This is an optimization exercise on Yosys and OpenROAD, whose aim is small area, a short achievable clock period and few clock cycles, not a production implementation.
The RTL was checked by simulation tests, not by an equivalence proof against the original design.
Power is estimated from default activity; no workload was simulated.

## core
module core
#(
    parameter PC_WIDTH = 32,
    parameter DATA_WIDTH = 32
)
(
    input  logic        clk,
    input  logic        async_rst_n,
    output logic [PC_WIDTH-1:0]   PC_F,
    input  logic [DATA_WIDTH-1:0] instruction,
    output logic                  write_enable,
    output logic [DATA_WIDTH-1:0] addr,
    output logic [DATA_WIDTH-1:0] data_to_dmem,
    output logic [3:0]            byte_enablers,
    input  logic [DATA_WIDTH-1:0] data_from_dmem
);
For scale: ~5,500 cells after synthesis.
Settings: LEC_CHECK=0, CAP_MARGIN=20, CORE_MARGIN=2, CORE_UTILIZATION=50, PLACE_DENSITY=0.7, SLEW_MARGIN=20; clock period 10.0 ns.
standard.sh (not shown) runs the stock make flow with config.mk's settings and CLKGATE_MAP_FILE= SYNTH_SCRIPT=/design/flow/synth_recipe.tcl, a recipe that flattens the netlist after the stock synthesis.
==> flow/flow/run.sh <==
#!/bin/bash
set -euo pipefail
mapfile -t ARGS < flow/make_args
bash standard.sh "${ARGS[@]}" finish > standard_flow.log 2>&1
==> flow/flow/make_args <==
SETUP_SLACK_MARGIN=5.75
CTS_ARGS=-sink_clustering_enable -repair_clock_nets -dont_use_dummy_load -buf_list sky130_fd_sc_hd__clkbuf_16 -sink_clustering_size 25 -sink_clustering_max_diameter 60
Testbench counts at the start, summed over its fixed seeds: cycles 58,520.
Then changed:
==> flow/flow/make_args (replaced) <==
SETUP_SLACK_MARGIN=6.0
CTS_ARGS=-sink_clustering_enable -repair_clock_nets -dont_use_dummy_load -buf_list sky130_fd_sc_hd__clkbuf_16 -sink_clustering_size 25 -sink_clustering_max_diameter 60
--- a/flow/config.mk
+++ b/flow/config.mk
@@ -9,4 +9,4 @@
 export CORE_MARGIN = 2
-export CORE_UTILIZATION = 50
-export PLACE_DENSITY = 0.7
+export CORE_UTILIZATION = 65
+export PLACE_DENSITY = 0.8
 export SLEW_MARGIN = 20
=> The changed run went through all stages and came out clean; cell count goes down by about 5%; total power goes down by about 0.55%; worst setup slack gets better by 0.16 ns; wire length goes down by about 5%; combinational power goes down by about 3%; via count goes up by about 1.4%; die area goes down by 23%; clock-buffer cell count goes down by 2; global-route usage goes up by 12 points.
Then changed:
==> flow/flow/make_args (replaced) <==
SETUP_SLACK_MARGIN=6.25
CTS_ARGS=-sink_clustering_enable -repair_clock_nets -dont_use_dummy_load -buf_list sky130_fd_sc_hd__clkbuf_16 -sink_clustering_size 25 -sink_clustering_max_diameter 60
--- a/flow/config.mk
+++ b/flow/config.mk
@@ -9,4 +9,4 @@
 export CORE_MARGIN = 2
-export CORE_UTILIZATION = 65
-export PLACE_DENSITY = 0.8
+export CORE_UTILIZATION = 60
+export PLACE_DENSITY = 0.75
 export SLEW_MARGIN = 20
Outcome: Global-route usage went down by 1.2 points. Non-clock buffer count went up by 223. Wire length went up by 10%. Die area went up by about 8%. Sequential share of layout area went down by 2.9 points. Hold slack improves by 0.0070 ns. Power went up by about 5%.
Then changed:
==> flow/flow/make_args (replaced) <==
SETUP_SLACK_MARGIN=6.0
CTS_ARGS=-sink_clustering_enable -repair_clock_nets -dont_use_dummy_load -buf_list sky130_fd_sc_hd__clkbuf_16 -sink_clustering_size 25 -sink_clustering_max_diameter 60
Outcome: Power came out lower by 3.1%. Fmax goes up by 4.3%. Utilization is lower by 2.7 points. Cell area goes down by 3.7%. Sequential power barely changes. Global-route usage shrinks by 1.2 points. Die area does not change. Worst setup slack is better by 0.18 ns. Routed wire length fell by 3.2%. Sequential share of layout area rises by 1.6 points.

* * *

v13:
core again, from the RTL that the note above started with.
==> flow/config.mk <==
export PLATFORM = sky130hd
export DESIGN_NAME = core
export DESIGN_NICKNAME = core
export VERILOG_FILES = /design/flow/design.v
export SDC_FILE = /design/flow/constraint.sdc
export NUM_CORES = 8
export LEC_CHECK = 0
export CAP_MARGIN = 20
export CORE_MARGIN = 2
export CORE_UTILIZATION = 40
export SLEW_MARGIN = 20
==> flow/constraint.sdc <==
create_clock -name core_clock -period 10.0 [get_ports {clk}]
set_input_delay 2.0000 -clock core_clock [delete_from_list [all_inputs] [get_ports {clk}]]
set_output_delay 2.0000 -clock core_clock [all_outputs]
set_load 0.01 [all_outputs]
==> flow/flow/make_args <==
SETUP_SLACK_MARGIN=5.5
CTS_ARGS=-sink_clustering_enable -repair_clock_nets -dont_use_dummy_load -buf_list sky130_fd_sc_hd__clkbuf_16 -sink_clustering_size 25 -sink_clustering_max_diameter 60
Scripts as last shown in full above: flow/flow/run.sh
v13 | status: complete | timing, DRC, antenna: pass
Testbench counts of v13, summed over its fixed seeds: cycles 58,520.
> inputs changed (v13 -> v38)
diff --git a/flow/flow/make_args b/flow/flow/make_args
--- a/flow/flow/make_args
+++ b/flow/flow/make_args
@@ -1 +1 @@
-SETUP_SLACK_MARGIN=5.5
+SETUP_SLACK_MARGIN=6.0
diff --git a/flow/config.mk b/flow/config.mk
--- a/flow/config.mk
+++ b/flow/config.mk
@@ -10 +10,2 @@
-export CORE_UTILIZATION = 40
+export CORE_UTILIZATION = 50
+export PLACE_DENSITY = 0.7
[summary]
Area: v38 vs v13 -> v38 larger. Total area of sequential cells across v13 and v38: no real change. Compared with v13, v38 instantiates a smaller number of cells. Looking at the reports, v38 completed the entire flow and the layout it produced met the timing, design-rule and antenna checks. Relative to v13, v38 degrades via count. Relative to v13, the die area measured on v38 has decreased by more than 10%. CTS buffer count, v13 and v38, higher one = v13. v38 vs v13 — routed wire length climbed slightly. Going from v13 to v38, final critical path time including I/O delays and setup went down by 0.46 ns; power share of the sequential group fell 0.9 points; data required time at the worst endpoint up 0.07 ns. [v38] global-route usage rose 8.3 points relative to v13.
--- input diff v38..v4 ---
diff --git a/flow/config.mk b/flow/config.mk
--- a/flow/config.mk
+++ b/flow/config.mk
@@ -10,2 +10,2 @@
-export CORE_UTILIZATION = 50
-export PLACE_DENSITY = 0.7
+export CORE_UTILIZATION = 55
+export PLACE_DENSITY = 0.72
### Flow results
v4 finished all stages; the layout is clean. Compared to v38, the router laid down less metal wire for v4. Against v38 as the reference, v4 delivers a higher worst hold slack. The net switching power of the design of v4 exceeds that of v38 by 58 uW. Total power of v4 is higher than that of v38. Looking at final critical path time including I/O delays and setup across v4 and v38, the one that comes out higher is v4. Logic gate share of total power up 0.9 points in v4 wrt v38. In v4, non-clock buffering overhead in the final layout is lower than in v38. v4 and v38 ended up with nearly the same wire length of the first global-routing pass. The higher count of clock-buffer cells in the layout came out of v4.
What v52 does differently from v4 at the input level:
diff --git a/flow/flow/make_args b/flow/flow/make_args
--- a/flow/flow/make_args
+++ b/flow/flow/make_args
@@ -1 +1 @@
-SETUP_SLACK_MARGIN=6.0
+SETUP_SLACK_MARGIN=5.0
diff --git a/flow/config.mk b/flow/config.mk
--- a/flow/config.mk
+++ b/flow/config.mk
@@ -10,2 +10 @@
-export CORE_UTILIZATION = 55
-export PLACE_DENSITY = 0.72
+export CORE_UTILIZATION = 40
[summary]
- Per the final summary, v52 finished and its layout is clean on timing, DRC and antenna.
- Hold slack, v52 and v4: larger value in v4
- Relative to v4, v52 improves number of vias in the routed layout.
- Summary of v52 over v4: clock network fraction of total power rose 2.1 points, final standard cell area without fillers -5.5%, combinational power dropped about 19%.
- [v52] total power density per cell area rose 0.46% relative to v4
- [compare] base=v4 new=v52: later-pin clock latency in the skew report rose 0.04 ns, final critical path time including I/O delays and setup rose 0.44 ns, non-clock inverter count in the final layout fell about 1.2%, register area about even.

==> re-timing with driven ports <==
In the flow no input, the clock included, has a driving cell. The finished layouts below were timed again as built, in two steps.
Step 1 sets driving cells, clkbuf_16 on the clock port and buf_2 on the other inputs (assumed; they add their load-dependent delay and slew).
Step 2 moves the port delays by t, midway between the first and last clock arrival at a register: inputs arrive t later, outputs are due t later. That takes back most of the time a late clock gives input paths.
a / b / c = ideal / step 1 / step 2; a / b = the first two.
run | shift t [ns] | slack for setup (ns) | clock arrival spread, ns
the first run of note 1 | 0.775 | 5.439 / 5.470 / 4.695 | 0.151 / 0.151
the second run of note 1 | 0.792 | 5.600 / 5.513 / 4.721 | 0.145 / 0.144
the third run of note 1 | 0.787 | 5.548 / 5.516 / 4.729 | 0.160 / 0.160
the fourth run of note 1 | 0.801 | 5.731 / 5.587 / 4.786 | 0.158 / 0.159
v13 | 0.785 | 5.256 / 5.314 / 4.529 | 0.150 / 0.151
v38 | 0.763 | 5.720 / 5.598 / 4.835 | 0.147 / 0.148
v4 | 0.781 | 5.400 / 5.434 / 4.652 | 0.145 / 0.145
v52 | 0.819 | 4.963 / 5.029 / 4.210 | 0.174 / 0.174
After both steps setup and hold are still met in every run listed. The setup slack of the fourth run of note 1, which loses most, moves by -0.144 ns with the drivers and by -0.945 ns with both steps.
